This design comes from an exercise in tuning for small area on the open sky130 flow, not from production work. Function was checked by simulation only, so behaviour that the tests miss may differ from the original. No activity file was given, so power comes from the tool's default toggle rates.

==> design/flow/design.v <==
`timescale 1ns / 1ps
module memtiming
  (
    input logic clk,
    input logic rst,
    input logic ACT, PR, RD, RDA, REF, SRF, WR, WRA,
    output logic isACT,      
    output logic isPR,       
    output logic isRD,       
    output logic isWR,       
    output logic isReading   
  );
  localparam logic [3:0]
    S_IDLE = 4'd0,
    S_ACT  = 4'd1,
    S_BA1  = 4'd2,
    S_BA2  = 4'd3,
    S_PRE  = 4'd4,
    S_REFA = 4'd5,
    S_REFB = 4'd6,
    S_SR   = 4'd7,
    S_R    = 4'd8,
    S_RA   = 4'd9,
    S_W    = 4'd10,
    S_WA   = 4'd11;
  logic [3:0] state, nxt;
  logic [4:0] c, s;
  logic [2:0] e;
  logic sw;
  logic c15, c24, c31, s7, s8, s14, s24;
  assign c15 = &c[3:0];
  assign c24 = c[4] & c[3];
  assign c31 = &c;
  assign s8  = s[4] | s[3];
  assign s7  = s8 | (&s[2:0]);
  assign s14 = s[4] | (&s[3:1]);
  assign s24 = s[4] & s[3];
  always_comb begin
    nxt = state;
    case (state)
      S_IDLE: if (ACT) nxt = S_ACT;
              else if (REF) nxt = S_REFA;
              else if (SRF) nxt = S_SR;
      S_ACT:  if (c15) nxt = S_BA1;
      S_BA1:  if (WR && c24) nxt = S_W;
              else if (WRA && c24) nxt = S_WA;
              else if (RD && c31) nxt = S_R;
              else if (RDA && c31) nxt = S_RA;
              else if (PR && c31) nxt = S_PRE;
      S_BA2:  if (WR) nxt = S_W;
              else if (WRA) nxt = S_WA;
              else if (RD && e == 3'd0) nxt = S_R;
              else if (RDA && e == 3'd0) nxt = S_RA;
              else if (PR && c31) nxt = S_PRE;
      S_PRE:  if (c15) nxt = S_IDLE;
      S_REFA: if (c31) nxt = S_REFB;
      S_REFB: nxt = S_IDLE;
      S_R:    if (RDA) nxt = S_RA;
              else if (PR && s7 && c31) nxt = S_PRE;
              else if (WR) nxt = S_W;
              else if (s24) nxt = S_BA2;
              else if (WRA) nxt = S_WA;
      S_RA:   if ((s8 || (s7 && sw)) && c31) nxt = S_PRE;
      S_W:    if (WRA) nxt = S_WA;
              else if (PR && s14 && c31) nxt = S_PRE;
              else if (RD) nxt = S_R;
              else if (s24) nxt = S_BA2;
              else if (RDA) nxt = S_RA;
      S_WA:   if (s14 && c31) nxt = S_PRE;
      default: nxt = state;
    endcase
  end
  always_ff @(posedge clk)
    if (rst) state <= S_IDLE;
    else state <= nxt;
  logic rside, wside, rside_n, wside_n, same;
  assign rside   = state == S_R || state == S_RA;
  assign wside   = state == S_W || state == S_WA;
  assign rside_n = nxt == S_R || nxt == S_RA;
  assign wside_n = nxt == S_W || nxt == S_WA;
  assign same    = (rside && rside_n) || (wside && wside_n);
  logic [2:0] tcl1;
  assign tcl1 = (state == S_BA1) ? ~c[2:0] : e;
  always_ff @(posedge clk) begin
    if (state == S_IDLE || (nxt == S_PRE && state != S_PRE)) c <= '0;
    else if (!c31) c <= c + 1'b1;
    if (nxt == S_R) e <= tcl1;
    else e <= (tcl1 == 3'd0) ? 3'd0 : tcl1 - 1'b1;
    if (same) begin
      if (!s24) s <= s + 1'b1;
    end
    else begin
      s <= 5'd1;
      sw <= rside || wside;
    end
  end
  assign isACT = state == S_ACT;
  assign isPR = state == S_PRE;
  assign isRD = rside;
  assign isWR = wside;
  assign isReading = state == S_R;
endmodule
`timescale 1ns / 1ps
module TimingFSM
    #(parameter NBANKS = 8)
    (
    input logic clk,
    input logic reset_n,
    input logic [2:0] bank,
    input logic ACT, PR, RD, RDA, REF, SRF, WR, WRA,
    output logic [NBANKS-1:0] isACT, isPR, isRD, isWR, isReading
    );
    genvar b;
    generate
        for (b = 0; b < NBANKS; b = b + 1)
        begin:MT
            logic sel;
            assign sel = bank == b;
            memtiming MTi (
                .clk(clk), .rst(!reset_n),
                .ACT(sel && ACT), .PR(sel && PR), .RD(sel && RD), .RDA(sel && RDA),
                .REF(sel && REF), .SRF(sel && SRF), .WR(sel && WR), .WRA(sel && WRA),
                .isACT(isACT[b]), .isPR(isPR[b]), .isRD(isRD[b]), .isWR(isWR[b]),
                .isReading(isReading[b])
            );
        end
    endgenerate
endmodule
`timescale 1ns / 1ps
module CMD
    #(parameter ADDRWIDTH = 17,
    parameter COLWIDTH = 10,
    parameter NBANKS = 8
    )
    (
    input logic cke,
    input logic cs_n,
    input logic clk,
    input logic reset_n,
    input logic act_n,
    input logic [2:0] bank,
    input logic [ADDRWIDTH-1:0] A,
    output logic [NBANKS-1:0][ADDRWIDTH-1:0] RowId,
    output logic [NBANKS-1:0][COLWIDTH-1:0] ColId,
    output logic [NBANKS-1:0] rd_o_wr,
    output logic ACT, PR, RD, RDA, REF, SRF, WR, WRA
    );
    logic A16, A15, A14, A10, cmd;
    assign A16 = A[ADDRWIDTH-1];  
    assign A15 = A[ADDRWIDTH-2];  
    assign A14 = A[ADDRWIDTH-3];  
    assign A10 = A[ADDRWIDTH-4];  
    assign cmd = !cs_n && act_n;
    assign ACT = !cs_n && !act_n;
    assign PR  = cmd && !A16 &&  A15 && !A14 && !A10;
    assign RD  = cmd &&  A16 && !A15 &&  A14 && !A10;
    assign RDA = cmd &&  A16 && !A15 &&  A14 &&  A10;
    assign REF = cmd && !A16 && !A15 &&  A14 &&  cke;
    assign SRF = cmd && !A16 && !A15 &&  A14 && !cke;
    assign WR  = cmd &&  A16 && !A15 && !A14 && !A10;
    assign WRA = cmd &&  A16 && !A15 && !A14 &&  A10;
    logic CAS;  
    assign CAS = cmd && A16 && !A15;
    always_ff @(posedge clk)
        for (int b = 0; b < NBANKS; b++)
            if (ACT && bank == b) RowId[b] <= A;
    logic [NBANKS-1:0] Burst;
    always_ff @(posedge clk)
    begin
        if (!reset_n) begin
            ColId <= '0;
            Burst <= '0;
        end
        else if (CAS) begin
            ColId[bank] <= A[COLWIDTH-1:0];
            Burst[bank] <= 1'b1;
        end
        else if (PR) begin
            Burst[bank] <= 1'b0;
        end
        else begin
            for (int b = 0; b < NBANKS; b++)
                if (Burst[b]) ColId[b] <= ColId[b] + 1'b1;
        end
    end
    always_ff @(posedge clk)
    begin
        if (!reset_n) rd_o_wr <= '0;
        else if (WR || WRA) rd_o_wr[bank] <= 1'b1;
        else if (PR || RD || RDA) rd_o_wr[bank] <= 1'b0;
    end
endmodule
`timescale 1ns / 1ps
module MEMSync #(
    parameter CHWIDTH = 3,
    parameter ADDRWIDTH = 17,
    localparam CHROWS = 2**CHWIDTH
)
  (
  output logic [CHWIDTH-1:0] cRowId,
  output logic stall,
  input logic ACT,
  input logic PR,
  input logic RD,
  input logic WR,
  input logic [ADDRWIDTH-1:0] RowId,
  input logic clk,
  input logic rst,
  input logic sync
);
  localparam logic [3:0]
    M_IDLE  = 4'd0,
    M_ALLOC = 4'd1,
    M_CTH   = 4'd2,   
    M_CTM   = 4'd3,   
    M_UTD   = 4'd4,   
    M_UTC   = 4'd5,   
    M_WB    = 4'd6,
    M_HRD   = 4'd7,
    M_HWR   = 4'd8;
  logic [3:0] state, nxt;
  logic [CHWIDTH-1:0] nRowId;
  logic wrapped;
  logic [CHROWS-1:0] dirtyt;
  logic [CHROWS-1:0][ADDRWIDTH-1:0] rowaddr;
  logic [CHROWS-1:0] match;
  logic anyhit;
  logic [CHWIDTH-1:0] hidx;
  always_comb begin
    hidx = '0;
    for (int i = 0; i < CHROWS; i++) begin
      match[i] = (wrapped || i < nRowId) && (rowaddr[i] == RowId);
      if (match[i]) hidx = i;
    end
  end
  assign anyhit = |match;
  logic vdirty;
  assign vdirty = wrapped && dirtyt[nRowId];
  logic [3:0] ct, ut;
  assign ct = anyhit ? M_CTH : M_CTM;
  assign ut = vdirty ? M_UTD : M_UTC;
  always_comb begin
    nxt = state;
    case (state)
      M_IDLE:  if (ACT || RD || WR) nxt = ct;
      M_ALLOC: if (sync) nxt = ct;
      M_CTH:   if (RD) nxt = M_HRD;
               else if (WR) nxt = M_HWR;
               else if (PR) nxt = M_IDLE;
               else nxt = ct;
      M_CTM:   nxt = ut;
      M_UTD:   nxt = M_WB;
      M_UTC:   nxt = M_ALLOC;
      M_WB:    if (sync) nxt = M_ALLOC;
      M_HRD:   if (PR) nxt = M_IDLE;
               else if (WR) nxt = M_HWR;
               else if (!RD) nxt = ct;
      M_HWR:   if (PR) nxt = M_IDLE;
               else if (RD) nxt = M_HRD;
               else if (!WR) nxt = ct;
      default: nxt = state;
    endcase
  end
  logic toCT, toUT;
  assign toCT = nxt == M_CTH;
  assign toUT = nxt == M_UTD || nxt == M_UTC;
  always_ff @(posedge clk) begin
    if (rst) begin
      state <= M_IDLE;
      cRowId <= '0;
      nRowId <= '0;
      wrapped <= 1'b0;
    end
    else begin
      state <= nxt;
      if (toCT) cRowId <= hidx;
      else if (toUT) cRowId <= nRowId;
      if (toUT) begin
        nRowId <= nRowId + 1'b1;
        if (&nRowId) wrapped <= 1'b1;
      end
    end
  end
  always_ff @(posedge clk) begin
    for (int i = 0; i < CHROWS; i++) begin
      if (nxt == M_ALLOC && cRowId == i) rowaddr[i] <= RowId;
      if ((nxt == M_ALLOC || nxt == M_HWR) && cRowId == i) dirtyt[i] <= nxt == M_HWR;
    end
  end
  assign stall = state == M_ALLOC || state == M_WB;
endmodule
`timescale 1ns / 1ps
module MEMSyncTop #(
    parameter NBANKS = 8,
    parameter CHWIDTH = 3,
    parameter ADDRWIDTH = 17
    )
    (
    input logic clk,
    input logic reset_n,
    input logic [NBANKS-1:0][ADDRWIDTH-1:0] RowId,
    input logic [NBANKS-1:0] isACT, isPR, isRD, isWR,
    input logic [NBANKS-1:0] sync,
    output logic [NBANKS-1:0][CHWIDTH-1:0] cRowId,
    output logic stall
    );
    logic [NBANKS-1:0] stalls;
    assign stall = |stalls;
    genvar b;
    generate
        for (b = 0; b < NBANKS; b = b + 1)
        begin:B
            MEMSync #(.CHWIDTH(CHWIDTH), .ADDRWIDTH(ADDRWIDTH)) Mi (
                .cRowId(cRowId[b]),
                .stall(stalls[b]),
                .ACT(isACT[b]),
                .PR(isPR[b]),
                .RD(isRD[b]),
                .WR(isWR[b]),
                .RowId(RowId[b]),
                .clk(clk),
                .rst(!reset_n),
                .sync(sync[b])
            );
        end
    endgenerate
endmodule
`timescale 1ns / 1ps
module DIMM  
  #(parameter BGWIDTH = 1,
  parameter BAWIDTH = 2,
  parameter ADDRWIDTH = 17,
  parameter COLWIDTH = 10,
  parameter CHWIDTH = 3,
  localparam NBANKS = 2**(BGWIDTH+BAWIDTH)
  )
  (
  input logic act_n,
  input logic [ADDRWIDTH-1:0] A,
  input logic [BGWIDTH-1:0] bg,
  input logic [BAWIDTH-1:0] ba,
  input logic ck2x,
  input logic cke,
  input logic cs_n,
  input logic reset_n,
  output logic stall,
  input logic [NBANKS-1:0] sync,
  output logic rden,
  output logic dqs_en,
  output logic [NBANKS*CHWIDTH-1:0] cRowId,
  output logic [NBANKS*COLWIDTH-1:0] ColId,
  output logic [NBANKS-1:0] rd_o_wr
  );
  logic clk;
  assign clk = ck2x;
  logic [BGWIDTH+BAWIDTH-1:0] bank;
  assign bank = {bg, ba};
  logic ACT, PR, RD, RDA, REF, SRF, WR, WRA;
  logic [NBANKS-1:0][ADDRWIDTH-1:0] RowId;
  logic [NBANKS-1:0][COLWIDTH-1:0] ColIdA;
  CMD #(.ADDRWIDTH(ADDRWIDTH), .COLWIDTH(COLWIDTH), .NBANKS(NBANKS)) CMDi (
    .cke(cke), .cs_n(cs_n), .clk(clk), .reset_n(reset_n), .act_n(act_n),
    .bank(bank), .A(A), .RowId(RowId), .ColId(ColIdA), .rd_o_wr(rd_o_wr),
    .ACT(ACT), .PR(PR), .RD(RD), .RDA(RDA), .REF(REF), .SRF(SRF), .WR(WR), .WRA(WRA)
  );
  logic [NBANKS-1:0] isACT, isPR, isRD, isWR, isReading;
  TimingFSM #(.NBANKS(NBANKS)) TimingFSMi (
    .clk(clk), .reset_n(reset_n), .bank(bank),
    .ACT(ACT), .PR(PR), .RD(RD), .RDA(RDA), .REF(REF), .SRF(SRF), .WR(WR), .WRA(WRA),
    .isACT(isACT), .isPR(isPR), .isRD(isRD), .isWR(isWR), .isReading(isReading)
  );
  logic [NBANKS-1:0][CHWIDTH-1:0] cRowIdA;
  MEMSyncTop #(.NBANKS(NBANKS), .CHWIDTH(CHWIDTH), .ADDRWIDTH(ADDRWIDTH)) MEMSyncTopi (
    .clk(clk), .reset_n(reset_n), .RowId(RowId),
    .isACT(isACT), .isPR(isPR), .isRD(isRD), .isWR(isWR),
    .sync(sync), .cRowId(cRowIdA), .stall(stall)
  );
  assign rden = |isReading;
  assign dqs_en = RD || RDA;
  assign cRowId = cRowIdA;
  assign ColId = ColIdA;
endmodule
==> design/flow/run.sh <==
#!/bin/bash
# synth_recipe.tcl (not shown) runs the flow's synth.tcl, then flattens the netlist and writes it again
# the make line also repeats each setting of config.mk as NAME=value (left out here)
make -C /OpenROAD-flow-scripts/flow DESIGN_CONFIG=/design/flow/config.mk WORK_HOME=/design/flow/orfs CLKGATE_MAP_FILE= SYNTH_SCRIPT=/design/flow/synth_recipe.tcl finish
==> design/flow/config.mk <==
export PLATFORM = sky130hd
export DESIGN_NAME = DIMM
export DESIGN_NICKNAME = DIMM
export VERILOG_FILES = /design/flow/design.v
export SDC_FILE = /design/flow/constraint.sdc
export NUM_CORES = 4
export LEC_CHECK = 0
export CAP_MARGIN = 20
export CORE_MARGIN = 2
export CORE_UTILIZATION = 40
export SLEW_MARGIN = 20
==> design/flow/constraint.sdc <==
create_clock -name core_clock -period 8.0 [get_ports {ck2x}]
set_input_delay 1.6000 -clock core_clock [delete_from_list [all_inputs] [get_ports {ck2x}]]
set_output_delay 1.6000 -clock core_clock [all_outputs]
set_load 0.01 [all_outputs]
==> results of run 1 <==
-- cells by family (layout without fill, tap and decap cells) --
kind of cell / count (synthesis) / count (layout) / share of synthesized area, %
DFF: 1616 / 1616 / 57.1
muxes: 106 / 106 / 1.61
other: 0 / 8 / 0
xor gates and xnor gates: 1144 / 1144 / 12.6
adders and majority gates: 77 / 77 / 1.21
and+or+nand+nor: 2220 / 2220 / 14.7
AOI/OAI and AO/OA: 1178 / 1178 / 10.1
buffers and inverters: 525 / 772 / 2.61
-- routing by layer --
metal	track usage, %	share of wire [%]	vias to the layer above
li1	-	-	25900
met1	29.0	44	27500
met2	33.5	46	1958
met3	3.36	6.1	416
met4	9.30	4.1	6
met5	0	0.018	-
-- stage by stage --
stage / cells / setup WS (ns)
floorplan: 6866 / 2.93
global placement: 9429 / 1.66
detailed placement: 9429 / 1.63
CTS: 9752 / 2.33
global route: 9759 / 2.24
finish: 9761 / 2.32
-- Yosys cell counts, drive strengths merged, types with 26 or more instances --
cell,number,area (um^2)
edfxtp,1296,38900
xor2,665,5820
xnor2,479,4200
nor2,448,1680
nand2,394,1480
clkbuf,323,1220
dfxtp,320,6410
a21oi,275,1380
nor3,245,1240
nand3,226,1130
o21ai,220,1100
nor4,212,1330
nand4,183,1140
buf,109,504
inv,92,345
nand2b,81,507
a31oi,80,500
ha,75,938
nor2b,72,450
mux2i,65,651
a211oi,54,405
a221oi,54,473
and3,49,307
and2,48,300
nor3b,47,353
or3,42,268
o211ai,36,270
o22ai,35,219
o31ai,35,277
a2111oi,32,282
nand3b,28,210
o221ai,27,249
mux2,26,293
nor4b,26,234
-- path summary, 6_finish.rpt --
kind	endpoint	slack, ns
max reg2reg	MEMSyncTopi.B[0].Mi.rowaddr[74]	3.75
min	flip-flop	0.50
min reg2reg	flip-flop	0.50
max	dqs_en	2.32
-- critical path, delay by kind of cell --
family / cells / cell delay (ns)
buf+inv: 3 / 1.86
simple gates: 2 / 0.62
-- final cells by class --
type,instances,area share (%)
clock inverters,88,1.02
repair buffers,356,3.35
inverters,93,0.394
diodes,8,0.0223
well taps,2640,3.68
flip-flops and latches,1616,50.5
clock buffers,235,5.23
multi-input cells,4725,35.9
-- sequential cells by signal, summed over array words and instances (netlist names), 32 cells and up, named ones only --
signal,flops
CMDi.ColId,80
CMDi.RowId,136
MEMSyncTopi.B.Mi.dirtyt,64
MEMSyncTopi.B.Mi.rowaddr,1088
MEMSyncTopi.B.Mi.state,32
TimingFSMi.MT.MTi.c,40
TimingFSMi.MT.MTi.s,40
TimingFSMi.MT.MTi.state,32
-- power by group through the flow --
stage	clock network [W]	logic, W	registers (W)
2_1_floorplan	0	0.00144	0.00979
3_3_place_gp	0	0.00202	0.00990
3_5_place_dp	0	0.00205	0.00992
4_1_cts	0.00808	0.00207	0.00974
5_1_grt	0.00841	0.00228	0.00978
6_report	0.00792	0.00209	0.00974
==> results.json, run 1 <==
{
  "antenna_found_initial": 21,
  "syn-mean-instance-area_um2": 11.6,
  "ys.flop_type": "edfxtp_1",
  "slew_headroom_pct": 24.4,
  "final_util_pct": 45.6,
  "drt_iter0_drc": 5126,
  "start_util_pct": 40.2,
  "finalSetupTns_ns": 0,
  "synthDistinctLibCells": 101,
  "max_stage_delay_ns": 0.75,
  "yosys_warnings": 3,
  "r2r-start": "CMDi.RowId[6]",
  "rows": 163,
  "clk_latency_ns": 0.85,
  "drive_gt1_share_pct": 8.79,
  "ctsLongestPathBuffers": 3,
  "drt_first_pass_iters": 6,
  "p_total_w": 0.0197,
  "cts_setup_buffers": 0,
  "vias_per_cell": 5.71,
  "rsz0062_at_grt": "no",
  "die_x_um": 449,
  "status": "timing/DRC/antenna clean",
  "worstSetupEndpointType": "output pin",
  "io_buffers": 147,
  "p_leak_nw": 29.0,
  "clk_pin_slew_ns": 0.06,
  "overflow": 0,
  "dpl_cell_area_um2": 84200,
  "syn_area_um2": 79400,
  "dp_hpwl_um": 142000,
  "cp_data_required_time_ns": 6.40,
  "crit_arrival_ns": 4.08,
  "die_area_um2": 202000,
  "min_path_cells": 2,
  "antenna_left": 0,
  "comb_power_share_pct": 10.6,
  "path_cells": "clkdlybuf4s50_1 -> nor4bb_4 -> nand2_1 -> clkinv_1 -> clkdlybuf4s50_1",
  "startpoint_type": "input pin",
  "ys_seq_elements": 1616,
  "p_seq_share_pct": 49.3,
  "wirelength_um": 220000,
  "synthArstFlopShare_pct": 0,
  "hold_viol": 0,
  "multi_input_area_um2": 32200,
  "grt_pass1_wl_um": 335000,
  "grt_use_total_pct": 21.3,
  "drv_slew": 0,
  "cts-root-buf": "clkbuf_16",
  "grt_start_max_net_pins": 145,
  "cap_violations": 0,
  "yosysSeqAreaShare_pct": 57.1,
  "cts_repair_resize_count": 0,
  "fin_crit_sh_pct": 70.9,
  "regArea_um2": 45300,
  "critical_path_class": "input pin to output pin",
  "syn_to_final_growth_pct": 13.2,
  "synth_enable_flop_cells": 1296,
  "holdBufCountCts": 0,
  "reg2regPathDepth": 8,
  "syn-num-nets": 6974,
  "fin_area_um2": 89800,
  "cpMostUsedCell": "clkdlybuf4s50_1",
  "p_clk_share_pct": 40.1,
  "avgRoutedWirePerCell_um": 22.6,
  "tightest_slew_ns": 1.13,
  "ios": 148,
  "crit_path_start": "act_n",
  "tritoncts": "built",
  "finClkSkew_ns": 0.0306,
  "p_int_w": 0.0146,
  "cts_max_level": 4,
  "min_period_ns": 5.68,
  "clkSinkCount": 1616,
  "p_sw_w": 0.00510,
  "layout.nets": 7073,
  "gp_congestion": 0.927,
  "drc": 0,
  "peakVddDrop_uv": 171,
  "final_cell_mix": "1296 x edfxtp_1, 664 x xor2_1, 479 x xnor2_1",
  "p_per_area_nw_per_um2": 220,
  "die_y_um": 449,
  "syn_inst": 6866,
  "worst-path-max-fanout": 11,
  "cts_made_buffers": 173,
  "max_freq_mhz": 176,
  "final_common_cell": "edfxtp_1",
  "core_area_um2": 197000,
  "nFillCells": 17800,
  "grt_pass1_vias": 53600,
  "vias": 55700,
  "setup_viol": 0,
  "slowest_stage": "clkdlybuf4s50_1",
  "whs_ns": 0.505,
  "hp-class": "flip-flop to flip-flop",
  "swShare_pct": 25.8
}
==> inputs of run 2 (changes only) <==
--- a/design/flow/config.mk
+++ b/design/flow/config.mk
@@ -5,6 +5,7 @@
 export SDC_FILE = /design/flow/constraint.sdc
 export NUM_CORES = 4
 export LEC_CHECK = 0
+export ABC_AREA = 1
 export CAP_MARGIN = 20
 export CORE_MARGIN = 2
 export CORE_UTILIZATION = 40
==> results.json, run 2 <==
{
  "syn_inst": 9020,
  "syn_area_um2": 80900,
  "cts_max_level": 4,
  "clkSinkCount": 1616,
  "ys_seq_elements": 1616,
  "cts_repair_resize_count": 0,
  "die_area_um2": 206000,
  "wirelength_um": 241000,
  "largest_register": "MEMSyncTopi.B.Mi.rowaddr",
  "cts-root-buf": "clkbuf_16",
  "synth_top_family_by_area": "simple AND/OR/NAND/NOR gates",
  "critical_path_class": "input pin to output pin",
  "drt_first_pass_iters": 6,
  "grt_use_total_pct": 23.0,
  "peakVddDrop_uv": 217,
  "grt_pass1_wl_um": 365000,
  "reg_top3": "MEMSyncTopi.B.Mi.rowaddr: 1088 flops, CMDi.RowId: 136 flops, CMDi.ColId: 80 flops",
  "p_sw_w": 0.00622,
  "finalSetupTns_ns": 0,
  "tritoncts": "built",
  "final_common_cell": "nand2_1",
  "overflow": 0,
  "synth-compound-area-share_pct": 8.90,
  "antenna_found_initial": 21,
  "status": "timing/DRC/antenna clean",
  "core_area_um2": 202000,
  "clk_latency_ns": 0.85,
  "rows": 165,
  "final_cell_mix": "2214 x nand2_1, 1296 x edfxtp_1, 1148 x nor2_1",
  "crit_arrival_ns": 4.66,
  "finClkSkew_ns": 0.0347,
  "hp-class": "flip-flop to flip-flop",
  "cts_made_buffers": 173,
  "syn_to_final_growth_pct": 13.2,
  "worst-path-max-fanout": 12,
  "slew_headroom_pct": 25.1,
  "grt_start_max_net_pins": 115,
  "max_stage_delay_ns": 0.86,
  "setup_viol": 0,
  "startpoint_type": "input pin",
  "synthSimpleGateAreaFrac_pct": 22.2,
  "synthArstFlopShare_pct": 0,
  "fin_crit_sh_pct": 78.2,
  "drv_slew": 0,
  "die_y_um": 454,
  "ys.flop_type": "edfxtp_1",
  "yosysSeqAreaShare_pct": 56.0,
  "yosys_warnings": 3,
  "worstSetupEndpointType": "output pin",
  "path_cells": "clkdlybuf4s50_1 -> inv_1 -> nand2_1 -> nor2_4 -> nand2_1 -> inv_1 -> clkdlybuf4s50_1",
  "p_int_w": 0.0154,
  "drive_gt1_share_pct": 6.07,
  "synth_largest_area_cell": "edfxtp_1",
  "synth_commonest_cells": "2214 x nand2_1, 1296 x edfxtp_1, 1157 x nor2_1, 825 x inv_1, 586 x o21ai_0",
  "ios": 148,
  "netlist_top_cells_area": "edfxtp_1 48%, nand2_1 10%, dfxtp_1 7.9%",
  "ctsLongestPathBuffers": 3,
  "syn-mean-instance-area_um2": 8.97,
  "holdBufCountCts": 0,
  "cts_setup_buffers": 0,
  "die_x_um": 454,
  "p_per_area_nw_per_um2": 236,
  "synth.most_common_cell": "nand2_1",
  "gp_congestion": 0.922,
  "hold_viol": 0,
  "io_buffers": 147,
  "start_util_pct": 40.1,
  "synth_top_area_share_pct": 48.1,
  "antenna_left": 0,
  "p_leak_nw": 35.1,
  "comb_power_share_pct": 15.2,
  "largest_reg_flops": 1088,
  "drc": 0,
  "min_period_ns": 6.26,
  "reg2regPathDepth": 15,
  "rsz0062_at_grt": "no",
  "cap_violations": 0,
  "cp_data_required_time_ns": 6.40,
  "layout.nets": 9368,
  "grt_pass1_vias": 60700,
  "yosys.area_share.adder_pct": 1.16,
  "min_path_cells": 2,
  "vias_per_cell": 5.31,
  "avgRoutedWirePerCell_um": 19.9,
  "tightest_slew_ns": 1.12,
  "swShare_pct": 28.8,
  "vias": 64200,
  "p_clk_share_pct": 37.2,
  "drt_iter0_drc": 6333,
  "syn-num-nets": 9128,
  "synthDistinctLibCells": 69,
  "p_seq_share_pct": 47.6,
  "max_freq_mhz": 160,
  "dp_hpwl_um": 164000,
  "synthXorXnorAreaFrac_pct": 6.17,
  "synth_enable_flop_cells": 1296,
  "muxShareOfSynthArea_pct": 0.198,
  "whs_ns": 0.464,
  "slowest_stage": "inv_1",
  "clk_pin_slew_ns": 0.06
}
==> run 2: layer usage <==
layer	global-route usage, %	vias to the layer above	wire length, um	part of all wire, %
li1	-	30800	-	-
met1	31.4	30800	106000	44
met2	36.9	2173	110000	46
met3	3.36	407	16000	6.6
met4	8.60	8	8480	3.5
met5	0	-	59	0.025
==> run 2: worst paths after layout <==
check / from / endpoint / slack (ns)
worst min register to register: flip-flop / flip-flop / 0.46
worst min-delay path: flip-flop / flip-flop / 0.46
worst max register to register: CMDi.RowId[30] / MEMSyncTopi.B[1].Mi.rowaddr[48] / 4.07
worst max-delay path: A[15] / dqs_en / 1.74
==> run 2: worst max-delay path, delay by kind of cell <==
family                 cells  cell delay (ns)
buffers and inverters      4             2.23
and+or+nand+nor            3             0.80
==> run 2: kinds of logic after synthesis <==
group / count (synthesis)
AO/OA/AOI/OAI: 1302
XOR/XNOR: 569
adder cells (fa/ha/maj): 75
buffers and inverters: 1118
flip-flops: 1616
multiplexers: 16
AND/OR/NAND/NOR: 4324
==> run 2: layout make-up <==
class | instances | area, um^2
antenna | 14 | 35.0
clock buffer | 219 | 4600
clock inverter | 104 | 1060
fill | 19200 | 110000
inverter | 870 | 3270
multi-input combinational | 6286 | 31300
sequential | 1616 | 45300
tap | 2672 | 3340
timing repair buffer | 313 | 2710
==> run 2: per-stage QoR <==
| step | worst slack (ns) | instance area [um^2] | util, % | total power (W) | instances |
|---|---|---|---|---|---|
| 2_1_floorplan | 3.74 | 80900 | - | 0.0126 | 9020 |
| 3_3_place_gp | 1.69 | 85900 | 42.6 | 0.0136 | 11800 |
| 4_1_cts | 1.64 | 91600 | 45.4 | 0.0218 | 12100 |
| 3_5_place_dp | 1.66 | 85900 | 42.6 | 0.0137 | 11800 |
| 5_1_grt | 1.63 | 91600 | 45.4 | 0.0225 | 12100 |
| 6_report | 1.74 | 91600 | 45.4 | 0.0216 | 12100 |
==> run 2: power by group through the flow <==
stage | clock [W] | combinational (W) | sequential [W]
after detailed placement | 0 | 0.00326 | 0.0105
after CTS | 0.00819 | 0.00327 | 0.0103
after floorplan | 0 | 0.00226 | 0.0103
after global routing | 0.00851 | 0.00364 | 0.0104
final | 0.00804 | 0.00328 | 0.0103
after global placement | 0 | 0.00320 | 0.0104
==> inputs of run 3 (changes only) <==
--- a/design/flow/design.v
+++ b/design/flow/design.v
@@ -140,7 +140,6 @@
     input logic act_n,
     input logic [2:0] bank,
     input logic [ADDRWIDTH-1:0] A,
-    output logic [NBANKS-1:0][ADDRWIDTH-1:0] RowId,
     output logic [NBANKS-1:0][COLWIDTH-1:0] ColId,
     output logic [NBANKS-1:0] rd_o_wr,
     output logic ACT, PR, RD, RDA, REF, SRF, WR, WRA
@@ -161,34 +160,33 @@
     assign WRA = cmd &&  A16 && !A15 && !A14 &&  A10;
     logic CAS;  
     assign CAS = cmd && A16 && !A15;
-    always_ff @(posedge clk)
-        for (int b = 0; b < NBANKS; b++)
-            if (ACT && bank == b) RowId[b] <= A;
+    logic incen;  
+    assign incen = !CAS && !PR;
     logic [NBANKS-1:0] Burst;
-    always_ff @(posedge clk)
-    begin
-        if (!reset_n) begin
-            ColId <= '0;
-            Burst <= '0;
-        end
-        else if (CAS) begin
-            ColId[bank] <= A[COLWIDTH-1:0];
-            Burst[bank] <= 1'b1;
-        end
-        else if (PR) begin
-            Burst[bank] <= 1'b0;
-        end
-        else begin
-            for (int b = 0; b < NBANKS; b++)
-                if (Burst[b]) ColId[b] <= ColId[b] + 1'b1;
+    genvar b;
+    generate
+        for (b = 0; b < NBANKS; b = b + 1)
+        begin:BK
+            logic sel;
+            assign sel = bank == b;
+            always_ff @(posedge clk)
+            begin
+                if (!reset_n) begin
+                    ColId[b] <= '0;
+                    Burst[b] <= 1'b0;
+                    rd_o_wr[b] <= 1'b0;
+                end
+                else begin
+                    if (sel && CAS) ColId[b] <= A[COLWIDTH-1:0];
+                    else if (incen && Burst[b]) ColId[b] <= ColId[b] + 1'b1;
+                    if (sel && CAS) Burst[b] <= 1'b1;
+                    else if (sel && PR) Burst[b] <= 1'b0;
+                    if (sel && (WR || WRA)) rd_o_wr[b] <= 1'b1;
+                    else if (sel && (PR || RD || RDA)) rd_o_wr[b] <= 1'b0;
+                end
+            end
         end
-    end
-    always_ff @(posedge clk)
-    begin
-        if (!reset_n) rd_o_wr <= '0;
-        else if (WR || WRA) rd_o_wr[bank] <= 1'b1;
-        else if (PR || RD || RDA) rd_o_wr[bank] <= 1'b0;
-    end
+    endgenerate
 endmodule
 `timescale 1ns / 1ps
 module MEMSync #(
@@ -203,7 +201,8 @@
   input logic PR,
   input logic RD,
   input logic WR,
-  input logic [ADDRWIDTH-1:0] RowId,
+  input logic act_cmd,                
+  input logic [ADDRWIDTH-1:0] A,
   input logic clk,
   input logic rst,
   input logic sync
@@ -222,14 +221,15 @@
   logic [CHWIDTH-1:0] nRowId;
   logic wrapped;
   logic [CHROWS-1:0] dirtyt;
-  logic [CHROWS-1:0][ADDRWIDTH-1:0] rowaddr;
+  logic [ADDRWIDTH-1:0] RowId;
+  logic [CHROWS-1:0][ADDRWIDTH-1:0] diff;  
   logic [CHROWS-1:0] match;
   logic anyhit;
   logic [CHWIDTH-1:0] hidx;
   always_comb begin
     hidx = '0;
     for (int i = 0; i < CHROWS; i++) begin
-      match[i] = (wrapped || i < nRowId) && (rowaddr[i] == RowId);
+      match[i] = (wrapped || i < nRowId) && (diff[i] == '0);
       if (match[i]) hidx = i;
     end
   end
@@ -281,9 +281,12 @@
       end
     end
   end
+  logic [ADDRWIDTH-1:0] delta;
+  assign delta = act_cmd ? (RowId ^ A) : '0;
   always_ff @(posedge clk) begin
+    if (act_cmd) RowId <= A;
     for (int i = 0; i < CHROWS; i++) begin
-      if (nxt == M_ALLOC && cRowId == i) rowaddr[i] <= RowId;
+      diff[i] <= ((nxt == M_ALLOC && cRowId == i) ? '0 : diff[i]) ^ delta;
       if ((nxt == M_ALLOC || nxt == M_HWR) && cRowId == i) dirtyt[i] <= nxt == M_HWR;
     end
   end
@@ -298,7 +301,9 @@
     (
     input logic clk,
     input logic reset_n,
-    input logic [NBANKS-1:0][ADDRWIDTH-1:0] RowId,
+    input logic [2:0] bank,
+    input logic ACT,                        
+    input logic [ADDRWIDTH-1:0] A,
     input logic [NBANKS-1:0] isACT, isPR, isRD, isWR,
     input logic [NBANKS-1:0] sync,
     output logic [NBANKS-1:0][CHWIDTH-1:0] cRowId,
@@ -317,7 +322,8 @@
                 .PR(isPR[b]),
                 .RD(isRD[b]),
                 .WR(isWR[b]),
-                .RowId(RowId[b]),
+                .act_cmd(ACT && bank == b),
+                .A(A),
                 .clk(clk),
                 .rst(!reset_n),
                 .sync(sync[b])
@@ -356,11 +362,10 @@
   logic [BGWIDTH+BAWIDTH-1:0] bank;
   assign bank = {bg, ba};
   logic ACT, PR, RD, RDA, REF, SRF, WR, WRA;
-  logic [NBANKS-1:0][ADDRWIDTH-1:0] RowId;
   logic [NBANKS-1:0][COLWIDTH-1:0] ColIdA;
   CMD #(.ADDRWIDTH(ADDRWIDTH), .COLWIDTH(COLWIDTH), .NBANKS(NBANKS)) CMDi (
     .cke(cke), .cs_n(cs_n), .clk(clk), .reset_n(reset_n), .act_n(act_n),
-    .bank(bank), .A(A), .RowId(RowId), .ColId(ColIdA), .rd_o_wr(rd_o_wr),
+    .bank(bank), .A(A), .ColId(ColIdA), .rd_o_wr(rd_o_wr),
     .ACT(ACT), .PR(PR), .RD(RD), .RDA(RDA), .REF(REF), .SRF(SRF), .WR(WR), .WRA(WRA)
   );
   logic [NBANKS-1:0] isACT, isPR, isRD, isWR, isReading;
@@ -371,7 +376,7 @@
   );
   logic [NBANKS-1:0][CHWIDTH-1:0] cRowIdA;
   MEMSyncTop #(.NBANKS(NBANKS), .CHWIDTH(CHWIDTH), .ADDRWIDTH(ADDRWIDTH)) MEMSyncTopi (
-    .clk(clk), .reset_n(reset_n), .RowId(RowId),
+    .clk(clk), .reset_n(reset_n), .bank(bank), .ACT(ACT), .A(A),
     .isACT(isACT), .isPR(isPR), .isRD(isRD), .isWR(isWR),
     .sync(sync), .cRowId(cRowIdA), .stall(stall)
   );
--- a/design/flow/config.mk
+++ b/design/flow/config.mk
@@ -5,7 +5,6 @@
 export SDC_FILE = /design/flow/constraint.sdc
 export NUM_CORES = 4
 export LEC_CHECK = 0
-export ABC_AREA = 1
 export CAP_MARGIN = 20
 export CORE_MARGIN = 2
 export CORE_UTILIZATION = 40
==> results.json, run 3 <==
{
  "status": "timing/DRC/antenna clean",
  "final_common_cell": "dfxtp_1",
  "cpLargestDelayFamily": "buffers and inverters",
  "r2r-start": "TimingFSMi.MT[0].MTi.c[0]",
  "peakVddDrop_uv": 335,
  "synthArstFlopShare_pct": 0,
  "drc": 0,
  "cts-root-buf": "clkbuf_16",
  "start_util_pct": 40.2,
  "layout.nets": 7928,
  "p_per_area_nw_per_um2": 332,
  "whs_ns": 0.465,
  "ys_seq_elements": 1616,
  "cts_made_buffers": 175,
  "syn-num-nets": 8011,
  "finClkSkew_ns": 0.0482,
  "ys.flop_type": "dfxtp_1",
  "post-place-ws_ns": 2.06,
  "avgRoutedWirePerCell_um": 20.7,
  "p_leak_nw": 29.2,
  "cp_data_required_time_ns": 6.40,
  "reg_top3": "MEMSyncTopi.B.Mi.diff: 1088 flops, MEMSyncTopi.B.Mi.RowId: 136 flops, CMDi.ColId: 80 flops",
  "clk_latency_ns": 0.85,
  "drt_iter0_drc": 4925,
  "critical_path_class": "input pin to output pin",
  "grt_pass1_vias": 56600,
  "synth_enable_flop_cells": 208,
  "cts_repair_resize_count": 0,
  "min_from": "MEMSyncTopi.B[7].Mi.diff[56]",
  "yosys_warnings": 3,
  "setup_ws_ns": 2.26,
  "drt_first_pass_iters": 6,
  "slew_headroom_pct": 25.6,
  "syn_inst": 7914,
  "max_freq_mhz": 174,
  "syn_area_um2": 73600,
  "synth_largest_area_cell": "dfxtp_1",
  "tritoncts": "built",
  "grt_use_total_pct": 22.5,
  "rows": 157,
  "gp_congestion": 0.941,
  "die_x_um": 433,
  "grt_start_max_net_pins": 145,
  "wirelength_um": 216000,
  "hp-class": "flip-flop to flip-flop",
  "vias": 58400,
  "grt_pass1_wl_um": 333000,
  "largest_register": "MEMSyncTopi.B.Mi.diff",
  "vias_per_cell": 5.59,
  "crit_arrival_ns": 4.14,
  "clk_pin_slew_ns": 0.06,
  "clkSinkCount": 1616,
  "synth_top_area_share_pct": 38.3,
  "crit_path_start": "cs_n",
  "slowest_stage": "clkdlybuf4s50_1",
  "cpMostUsedCell": "clkdlybuf4s50_1",
  "path_cells": "clkdlybuf4s50_1 -> and3b_1 -> nand2_1 -> clkinv_1 -> clkdlybuf4s50_1",
  "syn-mean-instance-area_um2": 9.29,
  "nFillCells": 17500,
  "die_area_um2": 187000,
  "worstSetupEndpointType": "output pin",
  "synthDistinctLibCells": 107,
  "finalSetupTns_ns": 0,
  "drive_gt1_share_pct": 6.33,
  "startpoint_type": "input pin",
  "die_y_um": 433,
  "antenna_left": 0,
  "netlist_top_cells_area": "dfxtp_1 38%, xor2_1 14%, edfxtp_1 8.5%",
  "ios": 148,
  "core_area_um2": 183000,
  "rsz0062_at_grt": "no",
  "min_period_ns": 5.74,
  "antenna_found_initial": 8,
  "synth.most_common_cell": "dfxtp_1",
  "fin_crit_sh_pct": 71.7,
  "overflow": 0,
  "syn_to_final_growth_pct": 12.4,
  "path_buf_inv": 3,
  "holdBufCountCts": 0,
  "yosysSeqAreaShare_pct": 46.8,
  "cts_max_level": 4,
  "io_buffers": 147,
  "synth_commonest_cells": "1408 x dfxtp_1, 1163 x xor2_1, 845 x nand2_1, 748 x o21ai_0, 405 x nor2_1",
  "dp_hpwl_um": 143000,
  "tightest_slew_ns": 1.12,
  "setup_viol": 0,
  "cts_setup_buffers": 0,
  "cap_violations": 0,
  "hold_viol": 0,
  "final_cell_mix": "1408 x dfxtp_1, 1163 x xor2_1, 845 x nand2_1",
  "drv_slew": 0,
  "max_stage_delay_ns": 0.97,
  "ctsLongestPathBuffers": 3,
  "worst-path-max-fanout": 19,
  "largest_reg_flops": 1088
}
run 3: area by class of cell:
type	instances	area [um^2]	share of cell area [%]
Antenna cell	5	12.5	0.0151
Timing Repair Buffer	223	1990	2.40
Inverter	164	621	0.751
Multi-Input combinational cell	5651	36700	44.4
Clock buffer	266	5200	6.29
Clock inverter	58	612	0.740
Sequential cell	1616	34400	41.6
Tap cell	2464	3080	3.73
run 3: kinds of logic after synthesis:
group	synth area share, %
AND/OR/NAND/NOR	17.7
AO/OA/AOI/OAI	14.2
flip-flops	46.8
XOR/XNOR	15.2
buffers and inverters	3.45
multiplexers	1.54
adder cells (fa/ha/maj)	1.09
run 3: tightest hold or removal path, cell delays in order, from the launching register on:
cell and delay, ns:
dfxtp_1 0.30, nand2_1 0.06, xor2_1 0.05
run 3: worst paths after layout:
| check | to | slack, ns | cells after the start |
|---|---|---|---|
| worst max register to register | TimingFSMi.MT[0].MTi.c[1] | 3.80 | 12 |
| worst max-delay path | dqs_en | 2.26 | 5 |
| worst min-delay path | MEMSyncTopi.B[7].Mi.diff[56] | 0.47 | 2 |
| worst min register to register | MEMSyncTopi.B[7].Mi.diff[56] | 0.47 | 2 |
run 3: layer usage:
| metal | share of wire [%] | global-route usage, % | up-vias |
|---|---|---|---|
| met5 | 0.0037 | 0 | - |
| met3 | 4.7 | 2.98 | 446 |
| met2 | 47 | 36.7 | 1634 |
| met4 | 5.0 | 11.1 | 2 |
| met1 | 44 | 29.2 | 28500 |
| li1 | - | - | 27900 |
run 3: through the flow:
| stage | cells | cell area (um^2) | util [%] | power, W |
|---|---|---|---|---|
| after global routing | 10400 | 82700 | 45.2 | 0.0291 |
| after CTS | 10400 | 82600 | 45.2 | 0.0276 |
| after detailed placement | 10100 | 76800 | 42.0 | 0.0193 |
| final | 10400 | 82700 | 45.2 | 0.0275 |
| after global placement | 10100 | 76800 | 42.0 | 0.0190 |
| after floorplan | 7914 | 73600 | - | 0.0176 |
run 3: where the power goes:
group / internal, W / total (W) / switching (W)
Sequential: 0.0111 / 0.0126 / 0.00151
Clock: 0.00466 / 0.00816 / 0.00350
Combinational: 0.00251 / 0.00665 / 0.00413
==> inputs of run 4 (changes only) <==
--- a/design/flow/config.mk
+++ b/design/flow/config.mk
@@ -8,4 +8,6 @@
 export CAP_MARGIN = 20
 export CORE_MARGIN = 2
 export CORE_UTILIZATION = 40
+export CTS_CLUSTER_DIAMETER = 80
+export CTS_CLUSTER_SIZE = 24
 export SLEW_MARGIN = 20
==> results.json, run 4 <==
{
  "drt_iter0_drc": 4975,
  "yosys_warnings": 3,
  "largest_reg_flops": 1088,
  "reg_top3": "MEMSyncTopi.B.Mi.diff: 1088 flops, MEMSyncTopi.B.Mi.RowId: 136 flops, CMDi.ColId: 80 flops",
  "cts_repair_resize_count": 0,
  "p_per_area_nw_per_um2": 312,
  "final_cell_mix": "1408 x dfxtp_1, 1163 x xor2_1, 845 x nand2_1",
  "drv_slew": 0,
  "synthDistinctLibCells": 107,
  "grt_pass1_vias": 55500,
  "crit_path_start": "cs_n",
  "overflow": 0,
  "layout.nets": 7853,
  "rsz0062_at_grt": "no",
  "clkSinkCount": 1616,
  "max_freq_mhz": 174,
  "crit_arrival_ns": 4.16,
  "drive_gt1_share_pct": 5.04,
  "drc": 0,
  "largest_register": "MEMSyncTopi.B.Mi.diff",
  "synth.most_common_cell": "dfxtp_1",
  "hp-class": "flip-flop to flip-flop",
  "p_total_w": 0.0251,
  "placed_cells": 10100,
  "ff2ff_setup_slack_ns": 3.80,
  "cts_max_level": 3,
  "min_from": "MEMSyncTopi.B[7].Mi.diff[56]",
  "netlist_top_cells_area": "dfxtp_1 38%, xor2_1 14%, edfxtp_1 8.5%",
  "drt_first_pass_iters": 6,
  "startpoint_type": "input pin",
  "status": "timing/DRC/antenna clean",
  "rows": 157,
  "ys_seq_elements": 1616,
  "p_leak_nw": 28.0,
  "syn-mean-instance-area_um2": 9.29,
  "fin_crit_sh_pct": 72.0,
  "io_buffers": 147,
  "start_util_pct": 40.2,
  "antenna_left": 0,
  "syn_to_final_growth_pct": 9.27,
  "yosysSeqAreaShare_pct": 46.8,
  "ctsLongestPathBuffers": 3,
  "slew_headroom_pct": 25.3,
  "tightest_slew_ns": 1.12,
  "finalSetupTns_ns": 0,
  "synthArstFlopShare_pct": 0,
  "cp_data_required_time_ns": 6.40,
  "r2r-start": "TimingFSMi.MT[0].MTi.c[0]",
  "die_y_um": 433,
  "cts_made_buffers": 100,
  "vias_per_cell": 5.59,
  "gp_congestion": 0.941,
  "syn-num-nets": 8011,
  "synth_top_area_share_pct": 38.3,
  "hold_viol": 0,
  "holdBufCountCts": 0,
  "grt_start_max_net_pins": 145,
  "clk_pin_slew_ns": 0.08,
  "antenna_found_initial": 5,
  "setup_viol": 0,
  "grt_use_total_pct": 22.1,
  "tritoncts": "built",
  "final_util_pct": 43.9,
  "r2r-end": "TimingFSMi.MT[0].MTi.c[1]",
  "worstSetupEndpointType": "output pin",
  "finClkSkew_ns": 0.0551,
  "min_period_ns": 5.76,
  "syn_area_um2": 73600,
  "synth_commonest_cells": "1408 x dfxtp_1, 1163 x xor2_1, 845 x nand2_1, 748 x o21ai_0, 405 x nor2_1",
  "cap_violations": 0,
  "dp_hpwl_um": 143000,
  "grt_pass1_wl_um": 329000,
  "vias": 57600,
  "final_common_cell": "dfxtp_1",
  "syn_inst": 7914,
  "synth_enable_flop_cells": 208,
  "reg2regPathDepth": 12,
  "peakVddDrop_uv": 332,
  "core_area_um2": 183000,
  "cts_setup_buffers": 0,
  "cts-root-buf": "clkbuf_16",
  "final_cells": 10300,
  "holdPathEnd": "MEMSyncTopi.B[7].Mi.diff[56]",
  "ios": 148,
  "critical_path_class": "input pin to output pin",
  "synth_largest_area_cell": "dfxtp_1",
  "die_x_um": 433,
  "ys.flop_type": "dfxtp_1",
  "min_path_cells": 2,
  "clk_latency_ns": 0.80,
  "wirelength_um": 214000,
  "die_area_um2": 187000,
  "avgRoutedWirePerCell_um": 20.7,
  "worst-path-max-fanout": 19
}
==> run 4: cell types whose count changed in the layout (fill, tap and decap cells not counted), sizes merged <==
cell / previous run / this run
inv: 174 / 193
clkinv: 42 / 24
diode: 5 / 4
clkbuf: 266 / 127
clkinvlp: 2 / 1
bufinv: 4 / 2
==> run 4: worst max path at each step <==
| stage | end | slack, ns | depth (start not counted) |
|---|---|---|---|
| floorplan | MEMSyncTopi.B[2].Mi.diff[100] | 3.83 | 8 |
| global placement | TimingFSMi.MT[0].MTi.c[1] | 2.26 | 8 |
| detailed placement | TimingFSMi.MT[0].MTi.c[1] | 2.06 | 8 |
| CTS | dqs_en | 2.30 | 5 |
| global route | dqs_en | 2.20 | 5 |
| finish | dqs_en | 2.24 | 5 |
==> run 4: report_power, final <==
part           leakage [nW]  internal, W  switching [W]
registers              13.7       0.0111        0.00150
logic                  12.7      0.00252        0.00412
clock network          1.69      0.00263        0.00322
==> run 4: layout make-up <==
cell class                 instances  area, um^2
fill                           17700      103000
clock inverter                    56         817
antenna                            4        10.0
inverter                         164         621
timing repair buffer             223        1990
tap                             2464        3080
multi-input combinational       5651       36700
sequential                      1616       34400
clock buffer                     127        2680
==> run 4: stage by stage <==
stage          area (um^2)  hold WS [ns]  setup slack, ns
5_1_grt              80400         0.487             2.20
6_report             80400         0.469             2.24
3_3_place_gp         76800         0.454             2.26
2_1_floorplan        73600         0.446             3.83
4_1_cts              80300         0.474             2.30
3_5_place_dp         76800         0.460             2.06
==> run 4: logic make-up after synthesis <==
logic type                 count (synthesis)  share of synthesized area, %
AOI/OAI and AO/OA                       1694                          14.2
xor gates and xnor gates                1277                          15.2
adders and majority gates                 64                          1.09
buffers and inverters                    647                          3.45
DFF                                     1616                          46.8
muxes                                     93                          1.54
and+or+nand+nor                         2523                          17.7
==> run 4: critical path, cell delays in order <==
cell	delay [ns]
clkdlybuf4s50_1	0.99
and3b_1	0.27
nand2_1	0.09
clkinv_1	0.48
clkdlybuf4s50_1	0.73
==> run 4: per-layer routing <==
| metal | track usage [%] | vias to the layer above | wire (um) |
|---|---|---|---|
| met5 | 0 | - | 8 |
| met4 | 10.1 | 2 | 9910 |
| met3 | 2.25 | 351 | 9390 |
| met2 | 36.5 | 1527 | 99800 |
| met1 | 29.2 | 28100 | 94500 |
| li1 | - | 27600 | - |
==> inputs of run 5 (changes only) <==
--- a/design/flow/config.mk
+++ b/design/flow/config.mk
@@ -8,6 +8,6 @@
 export CAP_MARGIN = 20
 export CORE_MARGIN = 2
 export CORE_UTILIZATION = 40
-export CTS_CLUSTER_DIAMETER = 80
-export CTS_CLUSTER_SIZE = 24
+export CTS_CLUSTER_DIAMETER = 60
+export CTS_CLUSTER_SIZE = 20
 export SLEW_MARGIN = 20
==> results.json, run 5 <==
{
  "status": "timing/DRC/antenna clean",
  "synth_enable_flop_cells": 208,
  "swShare_pct": 34.5,
  "grt_start_max_net_pins": 145,
  "layout.nets": 7895,
  "cts_setup_buffers": 0,
  "drv_slew": 0,
  "finClkSkew_ns": 0.0433,
  "setup_viol": 0,
  "syn-mean-instance-area_um2": 9.29,
  "synth_largest_area_cell": "dfxtp_1",
  "clk_latency_ns": 0.82,
  "finalSetupTns_ns": 0,
  "ys.flop_type": "dfxtp_1",
  "cts_repair_resize_count": 0,
  "reg_top3": "MEMSyncTopi.B.Mi.diff: 1088 flops, MEMSyncTopi.B.Mi.RowId: 136 flops, CMDi.ColId: 80 flops",
  "p_seq_share_pct": 47.2,
  "critical_path_class": "input pin to output pin",
  "hp-class": "flip-flop to flip-flop",
  "ctsLongestPathBuffers": 3,
  "start_util_pct": 40.2,
  "drc": 0,
  "yosys_warnings": 3,
  "die_x_um": 433,
  "min_period_ns": 5.74,
  "drt_first_pass_iters": 6,
  "rsz0062_at_grt": "no",
  "synth.most_common_cell": "dfxtp_1",
  "grt_pass1_wl_um": 331000,
  "synthDistinctLibCells": 107,
  "hold_viol": 0,
  "grt_pass1_vias": 56000,
  "slowest_stage": "clkdlybuf4s50_1",
  "path_cells": "clkdlybuf4s50_1 -> and3b_1 -> nand2_1 -> clkinv_1 -> clkdlybuf4s50_1",
  "cts_max_level": 4,
  "worst-path-max-fanout": 19,
  "largest_register": "MEMSyncTopi.B.Mi.diff",
  "cpMostUsedCell": "clkdlybuf4s50_1",
  "synthArstFlopShare_pct": 0,
  "syn_to_final_growth_pct": 11.5,
  "core_area_um2": 183000,
  "slew_headroom_pct": 25.7,
  "holdBufCountCts": 0,
  "final_cell_mix": "1408 x dfxtp_1, 1163 x xor2_1, 845 x nand2_1",
  "die_y_um": 433,
  "path_buf_inv": 3,
  "p_clk_share_pct": 28.0,
  "placed_cells": 10100,
  "wirelength_um": 215000,
  "ios": 148,
  "avgRoutedWirePerCell_um": 20.7,
  "cp_data_required_time_ns": 6.40,
  "p_sw_w": 0.00923,
  "dp_hpwl_um": 143000,
  "crit_arrival_ns": 4.14,
  "ys_seq_elements": 1616,
  "drt_iter0_drc": 5047,
  "cts_made_buffers": 141,
  "final_common_cell": "dfxtp_1",
  "vias": 58000,
  "clkSinkCount": 1616,
  "cpLargestDelayFamily": "buffers and inverters",
  "max_stage_delay_ns": 0.97,
  "nFillCells": 17500,
  "final_cells": 10400,
  "dpl_cell_area_um2": 76800,
  "startpoint_type": "input pin",
  "vias_per_cell": 5.59,
  "tritoncts": "built",
  "p_leak_nw": 28.8,
  "cap_violations": 0,
  "antenna_left": 0,
  "gp_congestion": 0.941,
  "p_per_area_nw_per_um2": 326,
  "syn_inst": 7914,
  "syn_area_um2": 73600,
  "cts-root-buf": "clkbuf_16",
  "grt_use_total_pct": 22.3,
  "netlist_top_cells_area": "dfxtp_1 38%, xor2_1 14%, edfxtp_1 8.5%",
  "synth_commonest_cells": "1408 x dfxtp_1, 1163 x xor2_1, 845 x nand2_1, 748 x o21ai_0, 405 x nor2_1",
  "io_buffers": 147,
  "rows": 157,
  "clk_pin_slew_ns": 0.07,
  "peakVddDrop_uv": 332,
  "syn-num-nets": 8011,
  "overflow": 0,
  "largest_reg_flops": 1088,
  "yosysSeqAreaShare_pct": 46.8,
  "p_int_w": 0.0175,
  "synth_top_area_share_pct": 38.3,
  "tightest_slew_ns": 1.11,
  "antenna_found_initial": 7,
  "fin_crit_sh_pct": 71.7,
  "die_area_um2": 187000,
  "drive_gt1_share_pct": 6.09,
  "comb_power_share_pct": 24.8,
  "worstSetupEndpointType": "output pin",
  "max_freq_mhz": 174,
  "fin_area_um2": 82000
}
## run 5: changes by cell type in the layout (fill, tap and decap cells not counted), sizes merged
cell / before / now
clkinv: 24 / 35
buf: 94 / 95
diode: 4 / 5
bufinv: 2 / 7
clkbuf: 127 / 167
clkinvlp: 1 / 9
inv: 193 / 206
## run 5: logic make-up after synthesis
kind of cell,count (synthesis),share of synthesized area (%)
simple gates,2523,17.7
flops,1616,46.8
mux,93,1.54
buf+inv,647,3.45
fa+ha+maj,64,1.09
xor+xnor,1277,15.2
compound gates,1694,14.2
## run 5: worst paths after layout
check | from | end | slack (ns) | depth (start not counted)
max | cs_n | dqs_en | 2.26 | 5
min | MEMSyncTopi.B[7].Mi.diff[56] | MEMSyncTopi.B[7].Mi.diff[56] | 0.47 | 2
max reg2reg | TimingFSMi.MT[0].MTi.c[0] | TimingFSMi.MT[0].MTi.c[2] | 3.76 | 12
min reg2reg | MEMSyncTopi.B[7].Mi.diff[56] | MEMSyncTopi.B[7].Mi.diff[56] | 0.47 | 2
## run 5: routing by layer
layer	vias to the layer above	wire length, um	global-route usage (%)
met2	1611	99700	36.5
met3	414	10000	2.78
met4	2	10400	10.8
met5	-	8	0
li1	27800	-	-
met1	28200	94500	29.2
## run 5: worst min-delay path, cell delays in order (launching register included)
cell	delay, ns
dfxtp_1	0.31
nand2_1	0.06
xor2_1	0.05
## run 5: cell type report
| class | count | area (um^2) | share of cell area (%) |
|---|---|---|---|
| multi-input cells | 5651 | 36700 | 44.8 |
| flip-flops and latches | 1616 | 34400 | 42.0 |
| clock buffers | 167 | 3860 | 4.70 |
| well taps | 2464 | 3080 | 3.76 |
| repair buffers | 224 | 2000 | 2.44 |
| clock inverters | 93 | 1250 | 1.52 |
| inverters | 164 | 621 | 0.757 |
| diodes | 5 | 12.5 | 0.0153 |
## run 5: power groups by stage
stage	Sequential, W	Combinational [W]	Clock (W)
final	0.0126	0.00664	0.00750
after CTS	0.0126	0.00661	0.00766
after floorplan	0.0123	0.00536	0
after global routing	0.0130	0.00744	0.00798
after global placement	0.0127	0.00628	0
after detailed placement	0.0128	0.00657	0
## run 5: per-stage QoR
stage / total power (W) / setup WS, ns / hold WS [ns] / utilization (%)
2_1_floorplan: 0.0176 / 3.83 / 0.446 / -
3_5_place_dp: 0.0193 / 2.06 / 0.460 / 42.0
3_3_place_gp: 0.0190 / 2.26 / 0.454 / 42.0
5_1_grt: 0.0284 / 2.20 / 0.484 / 44.8
6_report: 0.0268 / 2.26 / 0.468 / 44.8
4_1_cts: 0.0269 / 2.30 / 0.472 / 44.8
==> inputs of run 6 (changes only) <==
--- a/design/flow/config.mk
+++ b/design/flow/config.mk
@@ -7,7 +7,6 @@
 export LEC_CHECK = 0
 export CAP_MARGIN = 20
 export CORE_MARGIN = 2
-export CORE_UTILIZATION = 40
-export CTS_CLUSTER_DIAMETER = 60
-export CTS_CLUSTER_SIZE = 20
+export CORE_UTILIZATION = 60
+export CTS_BUF_LIST = sky130_fd_sc_hd__clkbuf_4 sky130_fd_sc_hd__clkbuf_8
 export SLEW_MARGIN = 20
==> results.json, run 6 <==
{
  "tritoncts": "built",
  "hp-class": "flip-flop to flip-flop",
  "p_sw_w": 0.00896,
  "ys.flop_type": "dfxtp_1",
  "drt_iter0_drc": 6132,
  "io_buffers": 147,
  "worst-path-max-fanout": 29,
  "grt_use_total_pct": 32.2,
  "rsz0062_at_grt": "no",
  "ys_seq_elements": 1616,
  "critical_path_class": "input pin to output pin",
  "p_per_area_nw_per_um2": 332,
  "p_total_w": 0.0271,
  "vias_per_cell": 6.08,
  "synthArstFlopShare_pct": 0,
  "slew_headroom_pct": 25.3,
  "syn-num-nets": 8011,
  "min_path_cells": 2,
  "drt_first_pass_iters": 6,
  "antenna_left": 0,
  "p_leak_nw": 29.4,
  "synthDistinctLibCells": 107,
  "syn_area_um2": 73600,
  "antenna_found_initial": 14,
  "finClkSkew_ns": 0.0667,
  "gp_congestion": 0.939,
  "grt_util_met1_pct": 45.4,
  "grt_pass1_vias": 56000,
  "drv_slew": 0,
  "setup_viol": 0,
  "cpMostUsedCell": "buf_4",
  "dp_hpwl_um": 136000,
  "min_period_ns": 6.05,
  "hold_viol": 0,
  "finalSetupTns_ns": 0,
  "cts_setup_buffers": 0,
  "setup_ws_ns": 1.95,
  "slowest_stage": "clkdlybuf4s50_1",
  "drive_gt1_share_pct": 8.63,
  "cts_repair_resize_count": 0,
  "p_seq_share_pct": 46.7,
  "syn_inst": 7914,
  "use_met2_pct": 49.4,
  "drc": 0,
  "swShare_pct": 33.0,
  "wirelength_um": 208000,
  "cap_violations": 0,
  "max_stage_delay_ns": 0.70,
  "placed_cells": 9268,
  "die_x_um": 354,
  "holdBufCountCts": 0,
  "layout.nets": 8025,
  "die_area_um2": 125000,
  "overflow": 0,
  "start_util_pct": 60.4,
  "core_area_um2": 122000,
  "syn_to_final_growth_pct": 10.9,
  "avgRoutedWirePerCell_um": 21.3,
  "synth_largest_area_cell": "dfxtp_1",
  "status": "timing/DRC/antenna clean",
  "yosys_warnings": 3,
  "ctsLongestPathBuffers": 4,
  "nFillCells": 9918,
  "cp_data_required_time_ns": 6.40,
  "grtUsageMet3_pct": 5.52,
  "startpoint_type": "input pin",
  "final_cells": 9767,
  "yosysSeqAreaShare_pct": 46.8,
  "synth_commonest_cells": "1408 x dfxtp_1, 1163 x xor2_1, 845 x nand2_1, 748 x o21ai_0, 405 x nor2_1",
  "largest_reg_flops": 1088,
  "worstSetupEndpointType": "output pin",
  "peakVddDrop_uv": 293,
  "post-place-ws_ns": 2.09,
  "clk_latency_ns": 0.98,
  "cts_made_buffers": 283,
  "final_common_cell": "dfxtp_1",
  "path_cells": "buf_2 -> buf_4 -> nor2b_1 -> buf_4 -> nand2_1 -> clkinv_1 -> clkdlybuf4s50_1",
  "rows": 128,
  "synth_enable_flop_cells": 208,
  "reg_top3": "MEMSyncTopi.B.Mi.diff: 1088 flops, MEMSyncTopi.B.Mi.RowId: 136 flops, CMDi.ColId: 80 flops",
  "reg2regPathDepth": 9,
  "fin_crit_sh_pct": 75.7,
  "syn-mean-instance-area_um2": 9.29,
  "final_cell_mix": "1408 x dfxtp_1, 1163 x xor2_1, 845 x nand2_1",
  "netlist_top_cells_area": "dfxtp_1 38%, xor2_1 14%, edfxtp_1 8.5%",
  "grt_pass1_wl_um": 323000,
  "clk_pin_slew_ns": 0.05,
  "cts-root-buf": "clkbuf_8",
  "die_y_um": 354,
  "synth.most_common_cell": "dfxtp_1",
  "grt_start_max_net_pins": 134,
  "clkSinkCount": 1616,
  "synth_top_area_share_pct": 38.3,
  "crit_arrival_ns": 4.45,
  "top_usage_layer": "met2",
  "cts_max_level": 5,
  "p_clk_share_pct": 29.2,
  "p_int_w": 0.0181,
  "largest_register": "MEMSyncTopi.B.Mi.diff",
  "tightest_slew_ns": 1.11,
  "vias": 59300,
  "comb_power_share_pct": 24.2,
  "ios": 148,
  "max_freq_mhz": 165
}
-- run 6: layout make-up --
cell class	count	area [um^2]	share of cell area (%)
Tap cell	1625	2030	2.49
Clock inverter	52	410	0.503
Clock buffer	438	5470	6.70
Antenna cell	9	22.5	0.0276
Multi-Input combinational cell	5651	36700	45.0
Sequential cell	1616	34400	42.2
Inverter	164	623	0.764
Timing Repair Buffer	212	1870	2.29
-- run 6: logic make-up (layout without fill, tap and decap cells) --
group | count (synthesis) | in the layout | share of synthesized area (%)
AND/OR/NAND/NOR | 2523 | 2523 | 17.7
other | 0 | 9 | 0
AO/OA/AOI/OAI | 1694 | 1694 | 14.2
multiplexers | 93 | 93 | 1.54
XOR/XNOR | 1277 | 1277 | 15.2
flip-flops | 1616 | 1616 | 46.8
adder cells (fa/ha/maj) | 64 | 64 | 1.09
buffers and inverters | 647 | 866 | 3.45
-- run 6: power by group through the flow --
stage / clock network (W) / registers [W] / logic (W)
6_report: 0.00790 / 0.0126 / 0.00655
5_1_grt: 0.00837 / 0.0130 / 0.00737
2_1_floorplan: 0 / 0.0123 / 0.00536
3_3_place_gp: 0 / 0.0127 / 0.00621
4_1_cts: 0.00800 / 0.0126 / 0.00650
3_5_place_dp: 0 / 0.0128 / 0.00645
-- run 6: per-stage QoR --
stage	area, um^2	util (%)	hold slack, ns
finish	81600	67.0	0.466
global route	81600	67.0	0.481
CTS	81600	67.0	0.468
detailed placement	75700	62.2	0.460
global placement	75700	62.2	0.455
floorplan	73600	-	0.446
-- run 6: path summary, 6_finish.rpt --
path / start / slack (ns) / end
setup reg to reg: MEMSyncTopi.B[2].Mi.wrapped / 3.64 / MEMSyncTopi.B[2].Mi.dirtyt[0]
hold / removal: MEMSyncTopi.B[7].Mi.diff[37] / 0.47 / MEMSyncTopi.B[7].Mi.diff[37]
setup / recovery: A[15] / 1.95 / dqs_en
hold reg to reg: MEMSyncTopi.B[7].Mi.diff[37] / 0.47 / MEMSyncTopi.B[7].Mi.diff[37]
-- run 6: critical path: cells and delay by family --
family / cells / cell delay (ns)
simple gates: 2 / 0.50
buf+inv: 5 / 2.30
-- run 6: per-layer routing --
metal	vias to the layer above	part of all wire [%]
met3	500	7.5
li1	28100	-
met5	-	0.021
met4	6	3.6
met2	2338	44
met1	28400	45

## separate check: timing with driven ports
The flow's constraints put no driver on any port. The routed layouts listed below were extracted and timed again, unchanged, in two steps. Step 1 assumes that a clkbuf_16 drives the clock port and a buf_2 every other input. Step 2 adds t to the input delays and takes it off the output delays; t is the mean of the earliest and latest rising clock arrival at the registers after step 1. Input paths then give back, and output paths get back, about the clock's delay inside the block. a / b / c = no drivers / after step 1 / after step 2; a / b = the first two.
| run | shift t [ns] | setup slack, ns | hold WS [ns] |
|---|---|---|---|
| run 1 | 0.913 | 2.324 / 2.107 / 1.529 | 0.505 / 0.505 / 0.505 |
| run 2 | 0.919 | 1.742 / 1.704 / 1.704 | 0.464 / 0.464 / 0.464 |
| run 3 | 0.913 | 2.262 / 2.174 / 1.888 | 0.465 / 0.465 / 0.465 |
| run 4 | 0.849 | 2.240 / 2.151 / 1.872 | 0.469 / 0.469 / 0.469 |
| run 5 | 0.883 | 2.260 / 2.172 / 1.917 | 0.468 / 0.468 / 0.468 |
| run 6 | 1.027 | 1.947 / 1.852 / 1.852 | 0.466 / 0.466 / 0.466 |
After both steps setup and hold are still met in every run listed. For run 1, which loses most, drivers alone change the setup slack by -0.217 ns; drivers and shift together by -0.795 ns.
